This is an optimization exercise on Yosys and OpenROAD, whose aim is a short achievable clock period and few clock cycles per item, not a production implementation.
The RTL of this run was laid out without a check of its function.
Power is estimated from default activity; no workload was simulated.

==> design/flow/design.v <==
module lookAheadCarryAdder #(parameter N = 16)(
			input [N-1:0]a,b,
			input c_in,
			output [N-1:0] sum,
			output [1:0] c_out
			);
wire [N:0]C;
wire [N-1:0] G,P,SUM;
assign C[0] = c_in;
genvar i;
generate
for(i = 0; i < N; i = i+1)begin:l1
	adder a1(.a(a[i]),.b(b[i]),.c(C[i]),.sum(SUM[i]),.cout());
	end
endgenerate
genvar j;
generate
for(j = 0; j < N; j = j+1)begin:l2
	assign G[j] = a[j] & b[j];
	assign P[j] = a[j] ^ b[j];
	assign C[j+1] = G[j] | (P[j]&C[j]);
	end
endgenerate
assign sum = SUM;
assign c_out = {C[N],C[N-1]};
endmodule
module adder(input a,b,c,
		output reg sum,cout);
always@(*)begin
{cout,sum} = a+b+c;
end
endmodule
module subAdder #(parameter N = 16)(
		input [N-1:0]a,b,
		input c_in,
		output  [N-1:0]sum,
		output  [1:0] c_out
);
wire [N-1:0]btemp;
assign btemp = b ^ {N{c_in}};
lookAheadCarryAdder #(N) adder0(.a(a), .b(btemp), .c_in(c_in), .c_out(c_out), .sum(sum));
endmodule
module logicBlock #(parameter N = 16)(
	input [N-1:0] a,b,		 
	input [1:0] opType,		 
	output [N-1:0] out
);
assign out = (opType[1] & opType[0]) ? ~(a | b):
				 (opType[1] & ~opType[0]) ? (a ^ b):
				 (~opType[1] & opType[0]) ? (a | b):
				 (a & b);
endmodule
module alunbit #(parameter N = 32) 
	(
    input [N-1:0] in1,in2,		 
    input [4:0] ALUfunc,
    output [N-1:0] out,
    output ovfl,zero
);
wire [N-1:0] adderOut;
wire [1:0] carry;
wire [N-1:0] logicOut;
wire [N-1:0] shiftOut;
wire slt;
assign slt = (adderOut[N-1] == 1) && (!ovfl);
subAdder #(N) ADD(.a(in1),.b(in2),.c_in(ALUfunc[4]), .sum(adderOut), .c_out(carry));
assign shiftOut = {in2[N-17:0], 16'b0};
logicBlock #(N) LOGIC(.a(in1), .b(in2), .opType(ALUfunc[3:2]), .out(logicOut));
assign out = (ALUfunc[1] & ALUfunc[0]) ? logicOut :
				 (ALUfunc[1] & ~ALUfunc[0]) ? adderOut :
				 (~ALUfunc[1] & ALUfunc[0]) ? slt : shiftOut;
assign ovfl = (carry[1] ^ carry[0]);
assign zero = (~|adderOut);
endmodule
module dualPortRam #(parameter N = 32,
							parameter Add = $clog2(N))
							(
	input [N-1:0]dataIn,
	input	wr, clk,
	input [Add-1:0] addrLine_r1,addrLine_r2,addrLine_w1,
	output [N-1:0] dataOut1, dataOut2
);
generate
	begin: REGFILE
		reg [N - 1 : 0] reg_r1;
		reg [N - 1 : 0] reg_r2;
		reg [N - 1 : 0] reg_r3;
		reg [N - 1 : 0] reg_r4;
		reg [N - 1 : 0] reg_r5;
		reg [N - 1 : 0] reg_r6;
		reg [N - 1 : 0] reg_r7;
		reg [N - 1 : 0] reg_r8;
		reg [N - 1 : 0] reg_r9;
		reg [N - 1 : 0] reg_r10;
		reg [N - 1 : 0] reg_r11;
		reg [N - 1 : 0] reg_r12;
		reg [N - 1 : 0] reg_r13;
		reg [N - 1 : 0] reg_r14;
		reg [N - 1 : 0] reg_r15;
		reg [N - 1 : 0] reg_r16;
		reg [N - 1 : 0] reg_r17;
		reg [N - 1 : 0] reg_r18;
		reg [N - 1 : 0] reg_r19;
		reg [N - 1 : 0] reg_r20;
		reg [N - 1 : 0] reg_r21;
		reg [N - 1 : 0] reg_r22;
		reg [N - 1 : 0] reg_r23;
		reg [N - 1 : 0] reg_r24;
		reg [N - 1 : 0] reg_r25;
		reg [N - 1 : 0] reg_r26;
		reg [N - 1 : 0] reg_r27;
		reg [N - 1 : 0] reg_r28;
		reg [N - 1 : 0] reg_r29;
		reg [N - 1 : 0] reg_r30;
		reg [N - 1 : 0] reg_r31;
		always@(posedge clk)begin
			if(wr) begin
					if(addrLine_w1 == 5'd1) reg_r1 <= dataIn;
					if(addrLine_w1 == 5'd2) reg_r2 <= dataIn;
					if(addrLine_w1 == 5'd3) reg_r3 <= dataIn;
					if(addrLine_w1 == 5'd4) reg_r4 <= dataIn;
					if(addrLine_w1 == 5'd5) reg_r5 <= dataIn;
					if(addrLine_w1 == 5'd6) reg_r6 <= dataIn;
					if(addrLine_w1 == 5'd7) reg_r7 <= dataIn;
					if(addrLine_w1 == 5'd8) reg_r8 <= dataIn;
					if(addrLine_w1 == 5'd9) reg_r9 <= dataIn;
					if(addrLine_w1 == 5'd10) reg_r10 <= dataIn;
					if(addrLine_w1 == 5'd11) reg_r11 <= dataIn;
					if(addrLine_w1 == 5'd12) reg_r12 <= dataIn;
					if(addrLine_w1 == 5'd13) reg_r13 <= dataIn;
					if(addrLine_w1 == 5'd14) reg_r14 <= dataIn;
					if(addrLine_w1 == 5'd15) reg_r15 <= dataIn;
					if(addrLine_w1 == 5'd16) reg_r16 <= dataIn;
					if(addrLine_w1 == 5'd17) reg_r17 <= dataIn;
					if(addrLine_w1 == 5'd18) reg_r18 <= dataIn;
					if(addrLine_w1 == 5'd19) reg_r19 <= dataIn;
					if(addrLine_w1 == 5'd20) reg_r20 <= dataIn;
					if(addrLine_w1 == 5'd21) reg_r21 <= dataIn;
					if(addrLine_w1 == 5'd22) reg_r22 <= dataIn;
					if(addrLine_w1 == 5'd23) reg_r23 <= dataIn;
					if(addrLine_w1 == 5'd24) reg_r24 <= dataIn;
					if(addrLine_w1 == 5'd25) reg_r25 <= dataIn;
					if(addrLine_w1 == 5'd26) reg_r26 <= dataIn;
					if(addrLine_w1 == 5'd27) reg_r27 <= dataIn;
					if(addrLine_w1 == 5'd28) reg_r28 <= dataIn;
					if(addrLine_w1 == 5'd29) reg_r29 <= dataIn;
					if(addrLine_w1 == 5'd30) reg_r30 <= dataIn;
					if(addrLine_w1 == 5'd31) reg_r31 <= dataIn;
			end
		end
		reg [N-1:0] buf_r1, buf_r2;
		always@(*)begin
			case(addrLine_r1)
				5'd0: buf_r1 = 32'h00000000;
				5'd1: buf_r1 = reg_r1;
				5'd2: buf_r1 = reg_r2;
				5'd3: buf_r1 = reg_r3;
				5'd4: buf_r1 = reg_r4;
				5'd5: buf_r1 = reg_r5;
				5'd6: buf_r1 = reg_r6;
				5'd7: buf_r1 = reg_r7;
				5'd8: buf_r1 = reg_r8;
				5'd9: buf_r1 = reg_r9;
				5'd10: buf_r1 = reg_r10;
				5'd11: buf_r1 = reg_r11;
				5'd12: buf_r1 = reg_r12;
				5'd13: buf_r1 = reg_r13;
				5'd14: buf_r1 = reg_r14;
				5'd15: buf_r1 = reg_r15;
				5'd16: buf_r1 = reg_r16;
				5'd17: buf_r1 = reg_r17;
				5'd18: buf_r1 = reg_r18;
				5'd19: buf_r1 = reg_r19;
				5'd20: buf_r1 = reg_r20;
				5'd21: buf_r1 = reg_r21;
				5'd22: buf_r1 = reg_r22;
				5'd23: buf_r1 = reg_r23;
				5'd24: buf_r1 = reg_r24;
				5'd25: buf_r1 = reg_r25;
				5'd26: buf_r1 = reg_r26;
				5'd27: buf_r1 = reg_r27;
				5'd28: buf_r1 = reg_r28;
				5'd29: buf_r1 = reg_r29;
				5'd30: buf_r1 = reg_r30;
				5'd31: buf_r1 = reg_r31;
				default: buf_r1 = 32'h00000000;
			endcase
			case(addrLine_r2)
				5'd0: buf_r2 = 32'h00000000;
				5'd1: buf_r2 = reg_r1;
				5'd2: buf_r2 = reg_r2;
				5'd3: buf_r2 = reg_r3;
				5'd4: buf_r2 = reg_r4;
				5'd5: buf_r2 = reg_r5;
				5'd6: buf_r2 = reg_r6;
				5'd7: buf_r2 = reg_r7;
				5'd8: buf_r2 = reg_r8;
				5'd9: buf_r2 = reg_r9;
				5'd10: buf_r2 = reg_r10;
				5'd11: buf_r2 = reg_r11;
				5'd12: buf_r2 = reg_r12;
				5'd13: buf_r2 = reg_r13;
				5'd14: buf_r2 = reg_r14;
				5'd15: buf_r2 = reg_r15;
				5'd16: buf_r2 = reg_r16;
				5'd17: buf_r2 = reg_r17;
				5'd18: buf_r2 = reg_r18;
				5'd19: buf_r2 = reg_r19;
				5'd20: buf_r2 = reg_r20;
				5'd21: buf_r2 = reg_r21;
				5'd22: buf_r2 = reg_r22;
				5'd23: buf_r2 = reg_r23;
				5'd24: buf_r2 = reg_r24;
				5'd25: buf_r2 = reg_r25;
				5'd26: buf_r2 = reg_r26;
				5'd27: buf_r2 = reg_r27;
				5'd28: buf_r2 = reg_r28;
				5'd29: buf_r2 = reg_r29;
				5'd30: buf_r2 = reg_r30;
				5'd31: buf_r2 = reg_r31;
				default: buf_r2 = 32'h00000000;
			endcase
		end
		assign dataOut1 = buf_r1;
		assign dataOut2 = buf_r2;
	end
endgenerate
endmodule
module dataCache #(parameter N = 32)(
	input [N-1:0] dataAddr,dataIn,
	input [1:0] opType,
	input inst_data,
	input clk,
	output [N-1:0] dataOut
);
wire [6:0] addrLine;
assign addrLine = {inst_data,dataAddr[5:0]};
generate 
	begin: DATACACHE
	reg [N-1:0] mem [127:0];
	always@(posedge clk)begin
		if(opType[1] & ~opType[0]) begin
				mem[addrLine] <= dataIn;
			end
	end
	reg [N-1:0] bufOut;
	always@(*)begin
		if(opType[0] & ~opType[1]) bufOut = mem[addrLine];
		else bufOut = 32'h00000000;
	end
	assign dataOut = bufOut;
	end
endgenerate
endmodule
module controlSection(
    input [5:0] op_code,
    input [5:0] func,
    input clk, reset,
    input en,
    output reg [19:0] controlSignal
);
reg RegInSrc, jumpAddr, PCWrite, Inst_data, MemRead, MemWrite, IRWrite, RegWrite, ALUSrcX, Add_Sub;
reg [1:0] PCSrc, RegDst, ALUSrcY, LogicFn, FnType;
reg [3:0] p_state, n_state;
parameter state0 = 0, state1 = 1, state2 = 2, state3 = 3, state4 = 4, state5 = 5, state6 = 6, state7 = 7, state8 = 8;
always @(*) begin
    n_state = state0;
    jumpAddr = 0;
    PCWrite = 0;
    Inst_data = 0;
    MemRead = 0;
    MemWrite = 0;
    IRWrite = 0;
    RegWrite = 0;
    ALUSrcX = 0;
    Add_Sub = 0;
    PCSrc = 0;
    RegDst = 0;
    RegInSrc = 0;
    ALUSrcY = 0;
    LogicFn = 0;
    FnType = 0;
    case (p_state)
        state0: 
            begin
                Inst_data = 1'b0; 
                MemRead = 1'b1;
                IRWrite = 1'b1;
                ALUSrcX = 1'b0;
                ALUSrcY = 2'b00;
                Add_Sub = 1'b0;
                LogicFn = 2'b00;
                FnType = 2'b10;
                PCSrc = 2'b11;
                PCWrite = 1'b1;
                n_state = state1;
            end
        state1:
            begin
                ALUSrcX = 1'b0;
                ALUSrcY = 2'b11;
                Add_Sub = 1'b0;
                LogicFn = 2'b00;
                FnType = 2'b10;
                if ((op_code == 6'b000010) || (op_code == 6'b000001) || (op_code == 6'b000100) || 
                    (op_code == 6'b000101) || (op_code == 6'b000011) || (op_code == 6'b001111) || 
                    ((op_code == 6'b000000) && ((func == 6'b001000) || (func == 6'b001100))))
                    n_state = state5;
                else if ((op_code == 6'b100011) || (op_code == 6'b101011))
                    n_state = state2;
                else
                    n_state = state7;
            end
        state2:
            begin
                ALUSrcX = 1'b1;
                ALUSrcY = 2'b10;
                Add_Sub = 1'b0;
                LogicFn = 2'b00;
                FnType = 2'b10;
                if (op_code == 6'b101011)
                    n_state = state6;
                else
                    n_state = state3;
            end
        state3:
            begin
                Inst_data = 1'b1;
                MemRead = 1'b1;
                n_state = state4;
            end
        state4:
            begin
                RegDst = 1'b0;
                RegInSrc = 1'b0;
                RegWrite = 1'b1;
                n_state = state0;
            end
        state5:
            begin
                ALUSrcX = 1'b1;
                ALUSrcY = 2'b01;
                Add_Sub = 1'b1;
                LogicFn = 2'b00;
                FnType = 2'b10;
                if ((op_code == 6'b000010) || (op_code == 6'b000011))
                    jumpAddr = 1'b0;
                else if ((op_code == 6'b000000) && (func == 6'b001100))
                    jumpAddr = 1'b1;
                else
                    jumpAddr = 1'b0;
                if ((op_code == 6'b000010) || (op_code == 6'b000011) || 
                    ((op_code == 6'b000000) && (func == 6'b001100)))
                    PCSrc = 2'b00;
                else if ((op_code == 6'b000000) && (func == 6'b001000))
                    PCSrc = 2'b01;
                else
                    PCSrc = 2'b10;
                n_state = state0;
            end
        state6:
            begin
                Inst_data = 1'b1;
                MemWrite = 1'b1;
                n_state = state0;
            end
        state7:
            begin
                ALUSrcX = 1'b1;
                if (op_code != 6'b000000)
                    ALUSrcY = 2'b10;
                else
                    ALUSrcY = 2'b01;
                {Add_Sub, LogicFn, FnType} = (op_code == 6'b001111) ? 5'b00000 :
                                             (op_code == 0 && func == 6'b100000) ? 5'b00010 :
                                             (op_code == 0 && func == 6'b100010) ? 5'b10010 :
                                             (op_code == 0 && func == 6'b101010) ? 5'b10001 :
                                             (op_code == 6'b001000) ? 5'b00010 :
                                             (op_code == 'b001010) ? 5'b10001 :
                                             (op_code == 0 && func == 'b100100) ? 'b00011 :
                                             (op_code == 0 && func == 'b100101) ? 'b00100 :
                                             (op_code == 0 && func == 'b100110) ? 'b01011 :
                                             (op_code == 0 && func == 'b100111) ? 'b01111 :
                                             (op_code == 'b001100) ? 'b00011 :
                                             (op_code == 'b001101) ? 'b00111 :
                                             (op_code == 'b001110) ? 'b01011 : 5'b00000;
                n_state = state8;
            end
        state8:
            begin
                if (op_code == 6'b000000)  
                    RegDst = 2'b01;
                else
                    RegDst = 2'b00;      
                RegInSrc = 1'b1;
                RegWrite = 1'b1;
                n_state = state0;
            end
    endcase
    controlSignal = {{PCSrc},{RegDst},{ALUSrcY},{LogicFn},{FnType},
        {RegInSrc},{jumpAddr},{PCWrite},{Inst_data},{MemRead},{MemWrite},{IRWrite},{RegWrite},{ALUSrcX},{Add_Sub}};
end
always @(posedge clk)
begin
    if (en) begin
        if (reset == 1'b1)
            p_state <= state0;
        else
            p_state <= n_state;
    end
end
endmodule
module multiCycleDatapath #(parameter N = 32)(
	input [N-1:0] program_data, addr, init_PC,
	input pmode,
	input clk, reset,
	input SysCallAddr,
	output wb_en,
	output [4:0] wb_addr,
	output [N-1:0] wb_data
);
reg [N-1:0] PC, inst_reg, data_reg, x_reg, y_reg, z_reg;
wire [4:0] rs, rt, rd;
wire [25:0] jta;
wire [15:0] immediate;
wire [5:0] opcode, fnclass;
assign rs = inst_reg[25:21];
assign rt = inst_reg[20:16];
assign rd = inst_reg[15:11];
assign jta = inst_reg[25:0];
assign immediate = inst_reg[15:0];
assign opcode =inst_reg[31:26];
assign fnclass = inst_reg[5:0];
wire ctrlClock;
wire [19:0] controlSignal;
wire [1:0] PCSrc, RegDst, ALUSrcY, LogicFn, FnType;
wire RegInSrc, jumpAddr, PCWrite, Inst_data, MemRead, MemWrite, IRWrite, RegWrite, ALUSrcX, Add_Sub;
assign PCSrc = controlSignal[19:18];
assign RegDst = controlSignal[17:16];
assign ALUSrcY = controlSignal[15:14];
assign LogicFn = controlSignal[13:12];
assign FnType = controlSignal[11:10];
assign RegInSrc = controlSignal[9];
assign jumpAddr = controlSignal[8];
assign PCWrite = controlSignal[7];
assign Inst_data = controlSignal[6];
assign MemRead = controlSignal[5];
assign MemWrite = controlSignal[4];
assign IRWrite = controlSignal[3];
assign RegWrite = controlSignal[2];
assign ALUSrcX = controlSignal[1];
assign Add_Sub = controlSignal[0];
assign ctrlClock = clk;
controlSection CONTROL(
	.op_code(opcode),
	.func(fnclass),
	.clk(ctrlClock),
	.en(~pmode),
	.reset(reset),
	.controlSignal(controlSignal)
);
wire [N-1:0] cacheAddress, cacheOut, cacheIn;
wire read, write, IbarD;
assign IbarD = (pmode == 1) ? 1'b0 : Inst_data;
assign cacheAddress = (pmode == 1) ? addr :
					  (Inst_data == 1'b0) ? (PC >> 2) : z_reg;
assign cacheIn = (pmode == 1) ? program_data : y_reg;
assign read = (pmode == 1) ? 1'b0 : MemRead;
assign write = (pmode == 1) ? 1'b1 : MemWrite;
dataCache #(N) CACHE(
	.inst_data(IbarD),
	.dataAddr(cacheAddress),
	.dataIn(cacheIn),
	.clk(clk),
	.opType({write, read}),
	.dataOut(cacheOut)
);
wire [4:0] regDstAddr;
wire [N-1:0] writeBackData, x_reg_wire, y_reg_wire;
assign regDstAddr = (RegDst == 0) ? rt : 
						  (RegDst == 1) ? rd :
						  (RegDst == 2) ? 5'b11111 : 5'b00000;
assign writeBackData = (RegInSrc == 0) ? data_reg : z_reg;
assign wb_en = RegWrite;
assign wb_addr = regDstAddr;
assign wb_data = writeBackData;
dualPortRam #(N) REGFILE(
	.dataIn(writeBackData),
	.wr(RegWrite),
	.clk(clk),
	.addrLine_r1(rs),
	.addrLine_r2(rt),
	.addrLine_w1(regDstAddr),
	.dataOut1(x_reg_wire),
	.dataOut2(y_reg_wire)
);
wire [N-1:0] alu_1, alu_2, alu_out;
wire [1:0] flags;	 
assign alu_1 = (ALUSrcX == 0) ? PC : x_reg;
assign alu_2 = (ALUSrcY == 0) ? 4'b0100 :
					(ALUSrcY == 1) ? y_reg :
					(ALUSrcY == 2) ? {{16{immediate[15]}},immediate} :
					{{14{immediate[15]}},immediate,2'b00};
alunbit #(N) ALU(
	.in1(alu_1),
	.in2(alu_2),
	.ALUfunc({Add_Sub,LogicFn,FnType}),
	.out(alu_out),
	.zero(flags[1]),
	.ovfl(flags[0])
);
wire [N-1-2:0] jump_pc;
assign jump_pc = (jumpAddr == 0) ? {PC[31:28],jta} : SysCallAddr;
wire [N-1:0] PCin;
assign PCin = (PCSrc == 0) ? {jump_pc,2'b00} :
				  (PCSrc == 1) ? x_reg :
				  (PCSrc == 2) ? z_reg : alu_out;
always@(posedge clk)begin
	if(pmode == 1'b0 && reset == 1'b1)begin
		PC <= init_PC;
	end
	else begin
		if(PCWrite) PC <= PCin;
		if(IRWrite) begin
			inst_reg <= cacheOut;
		end
		data_reg <= cacheOut;
		z_reg <= alu_out;
		x_reg <= x_reg_wire;
		y_reg <= y_reg_wire;
	end
end
endmodule
==> design/flow/run.sh <==
#!/bin/bash
# synth_recipe.tcl (not shown) runs the flow's synth.tcl, then flattens the netlist and writes it again
# the make line also repeats each setting of config.mk as NAME=value (left out here)
make -C /OpenROAD-flow-scripts/flow DESIGN_CONFIG=/design/flow/config.mk WORK_HOME=/design/flow/orfs CLKGATE_MAP_FILE= SYNTH_SCRIPT=/design/flow/synth_recipe.tcl finish
==> design/flow/config.mk <==
export PLATFORM = sky130hd
export DESIGN_NAME = multiCycleDatapath
export DESIGN_NICKNAME = multiCycleDatapath
export VERILOG_FILES = /design/flow/design.v
export SDC_FILE = /design/flow/constraint.sdc
export NUM_CORES = 8
export LEC_CHECK = 0
export CAP_MARGIN = 40
export CORE_MARGIN = 2
export CORE_UTILIZATION = 40
export SLEW_MARGIN = 40
export SYNTH_MEMORY_MAX_BITS = 8192
==> design/flow/constraint.sdc <==
create_clock -name core_clock -period 17.5 [get_ports {clk}]
set_input_delay 3.5000 -clock core_clock [delete_from_list [all_inputs] [get_ports {clk}]]
set_output_delay 3.5000 -clock core_clock [all_outputs]
set_load 0.01 [all_outputs]
==> flow_summary.yaml <==
status:
  status: "complete, no violations"
drt:
  vias: 135719
  drtAntennaViolNets: 0
  drt_wl_total_microns: 790000
  wl_per_cell_microns: 39.8
  dr.pass1.iters: 8
  drt-initial-drc-count: 25103
  viasPerCell: 6.83
  drc: 0
global_route:
  grt_pass1_wl_microns: 1060000
  grt_overflow: 0
  grt_start_max_net_pins: 100
  grt.total_usage_pct: 29.8
  antenna_found_initial: 62
  first_global_vias: 125465
place:
  dp.cells: 18832
  pre_cts_ws_ps: 1960
  dp_hpwl_microns: 433000
  io_buffers: 111
  placedInstanceArea_sq_um: 216000
  place.gp.congestion: 0.930
power:
  p_comb_share_pct: 10.2
  seq_power_share_pct: 50.3
  p_clk_share_pct: 39.5
  p_int_mw: 21.2
  p_switching_mw: 7.34
  leakage_nw: 72.9
  finalPower_mw: 28.5
  swShare_pct: 25.8
  max-vdd-ir-drop_mv: 0.118
  power_density_nw_per_um2: 122
clocking:
  post-cts-setup-buffers: 0
  ctsHoldBuffers: 0
  worst_skew_pair.late_latency_ps: 1140
  cts_inserted_buffers: 547
  clockBufferDepth: 4
  clk_pin_slew_worst_paths_ps: 60
  h-tree-depth: 6
  cts_resized: 0
  cts_tree: "done"
  clkSinkCount: 5284
  root_buffer: "clkbuf_16"
synth:
  yosysSeqAreaShare_pct: 78.2
  synth_adder_area_share_pct: 0.701
  synth_warnings: 5
  async_reset_ff_share_pct: 0
  yosys.cell_types.count: 91
  syn-cell-area_sq_um: 203000
  synth_compound_area_share_pct: 13.0
  synth_top_family_by_area: "compound AO/OA/AOI/OAI gates"
  synth_edf_count: 5284
  yosys.area_share.simple_pct: 4.84
  synth_xor_area_share_pct: 0.156
  mappedNetlistNets: 12534
  muxShareOfSynthArea_pct: 1.11
  synth_cells: 12339
  synth-seq-cells: 5284
  syn_area_per_cell_sq_um: 16.4
  synth_flop_cell: "edfxtp_1"
sta:
  slew_headroom_pct: 28.1
  clock.fmax_mhz: 63.8
  drv_slew: 0
  clock_skew_ps: 129
  hold_viol: 0
  rsz0062_at_grt: "no"
  worst_pin_slew_ps: 1080
  fin_crit_ps: 15680
  worst_slack_ps: 1820
  setup_tns_ps: 0
  setup_viol: 0
  final.period_utilization_pct: 89.6
worst_hold_path:
  hold-path-cell-count: 1
  min_to: "PC[6]"
  hold_class: "flip-flop to flip-flop"
  hold_start: "x_reg[6]"
critical_path:
  cpMaxStageDelayCell: "edfxtp_1"
  reg2reg_to: "PC[0]"
  crit_top_cell: "fa_1"
  crit_required_ps: 18340
  max_stage_delay_ps: 840
  r2r-start: "CONTROL.p_state[0]"
  rrSetupSlack_ps: 1820
  r2r_cells: 45
  startpoint_type: "flip-flop"
  endpoint_kind: "flip-flop"
  criticalPathCategory: "flip-flop to flip-flop"
  crit_fanout: 18
  critPathArrivalTime_ps: 16520
finish:
  fin_cells: 19863
  nNetsFinal: 12881
  largest_register_ffs: 4096
  drive_above_1_share_pct: 13.5
  area_growth_pct: 15.3
  design_area_sq_um: 234000
  regMostFlops: "CACHE.DATACACHE.mem"
flow_run:
  maxCapViolations: 0
floorplan:
  boundaryPins: 138
  rows: 261
  dieArea_sq_um: 513000
  die_h_microns: 716
  die-width_microns: 716
  start_util_pct: 40.2
  core_area_sq_um: 505000
[metal layers]
metal	wire (microns)	share of wire, %	up-vias	track usage, %
li1	-	-	52219	-
met5	419	0.053	-	0.377
met1	278000	35	69565	38.9
met4	54600	6.9	50	16.9
met2	340000	43	11547	43.8
met3	117000	15	2338	9.79
[worst max path at each step]
stage | to | start | slack, ps
2_1_floorplan | PC[0] | inst_reg[27] | 3130
3_3_place_gp | PC[0] | CONTROL.p_state[0] | 2000
3_5_place_dp | PC[0] | CONTROL.p_state[0] | 1960
4_1_cts | PC[0] | CONTROL.p_state[0] | 1890
5_1_grt | PC[0] | CONTROL.p_state[0] | 1220
6_report | PC[0] | CONTROL.p_state[0] | 1820
[through the flow]
step / utilization [%] / hold slack (ps)
finish: 46.3 / 604
global route: 46.3 / 627
CTS: 46.2 / 603
detailed placement: 42.8 / 574
global placement: 42.6 / 570
floorplan: - / 530
[critical path: cells and delay by family (launching register included)]
family	cells	cell delay, ps
and+or+nand+nor	2	610
buffers and inverters	4	360
DFF	1	840
xor gates and xnor gates	2	400
adders and majority gates	31	11230
AOI/OAI and AO/OA	6	2010
[power by group through the flow]
| stage | clock, mW | sequential [mW] | combinational (mW) |
|---|---|---|---|
| after global routing | 11.7 | 14.3 | 2.94 |
| after global placement | 0 | 14.6 | 2.71 |
| after detailed placement | 0 | 14.6 | 2.78 |
| final | 11.3 | 14.3 | 2.91 |
| after floorplan | 0 | 14.6 | 1.31 |
| after CTS | 11.2 | 14.3 | 2.79 |
[cells in the final DEF (no fill, tap or decap), types with 134 or more instances in the layout]
cell       synthesis  final
o21ai_0          244    230
buf_4             24    458
a22o_1           157    157
o221ai_1         240    238
a22oi_1          628    627
a221oi_1         183    182
a21oi_1          163    155
edfxtp_1        5284   5284
o22ai_1         1363   1355
nand3_1          353    352
mux2i_1          134    134
clkbuf_16          0    557
nor2_1           410    174
nand2_1          707    683
nor2_4             0    228
[final cells by class]
class                           instances  area (sq um)
Fill cell                           42860        271000
Tap cell                             6706          8390
Clock inverter                        279          2540
Timing Repair Buffer                  657          5890
Inverter                               95           362
Antenna cell                           56           140
Multi-Input combinational cell       6101         43600
Clock buffer                          685         14400
Sequential cell                      5284        159000
[synth_stat cells (34+ instances only)]
| cell type | instances | area, sq um |
|---|---|---|
| a22o_1 | 157 | 1380 |
| a21oi_1 | 163 | 816 |
| ha_1 | 64 | 801 |
| nand4_1 | 125 | 782 |
| a221oi_1 | 183 | 1600 |
| a32oi_1 | 55 | 482 |
| nor2_1 | 410 | 1540 |
| o41ai_1 | 87 | 762 |
| o22a_1 | 61 | 534 |
| mux2_2 | 78 | 878 |
| edfxtp_1 | 5284 | 159000 |
| nand3_1 | 353 | 1770 |
| nor3_1 | 121 | 606 |
| nand2_1 | 707 | 2650 |
| or4_1 | 82 | 616 |
| o22ai_1 | 1363 | 8530 |
| clkbuf_1 | 407 | 1530 |
| o221ai_1 | 240 | 2100 |
| and3_1 | 34 | 213 |
| o31ai_1 | 61 | 458 |
| a32o_1 | 34 | 340 |
| buf_2 | 318 | 1590 |
| a222oi_1 | 69 | 691 |
| nor4_1 | 101 | 632 |
| inv_1 | 93 | 349 |
| mux2i_1 | 134 | 1340 |
| a22oi_1 | 628 | 4710 |
| a31oi_1 | 103 | 644 |
| buf_1 | 109 | 409 |
| o21ai_0 | 244 | 1220 |
[cells by family (layout without fill, tap and decap cells)]
family          after synthesis  after routing
flops                      5284           5284
compound gates             3687           3687
simple gates               2072           2072
buf+inv                     954           1716
mux                         213            213
fa+ha+maj                    95             95
xor+xnor                     34             34
other cells                   0             56

[what the ideal ports hide]
No port has a modelled driver above. Below, the same layout with a new extraction and two added sets of constraints. Step 1: set_driving_cell puts a clkbuf_16 on clk and a buf_2 on each other input, an assumption about the parent block. Step 2 times the ports against the registers' clock, not the clock port: input delays grow and output delays shrink by t, the midpoint of the rising clock arrivals with the driver on. a / b / c = ideal ports / drivers / drivers and shift; a / b = the first two.
shift t [ns]: 1.192
slack for setup (ns): 1.824 / 1.824 / 1.824
pins driven straight from the clock port: 1
After both steps setup and hold are still met in this run. For this run, drivers alone change the setup slack by 0.000 ns; drivers and shift together by 0.000 ns.
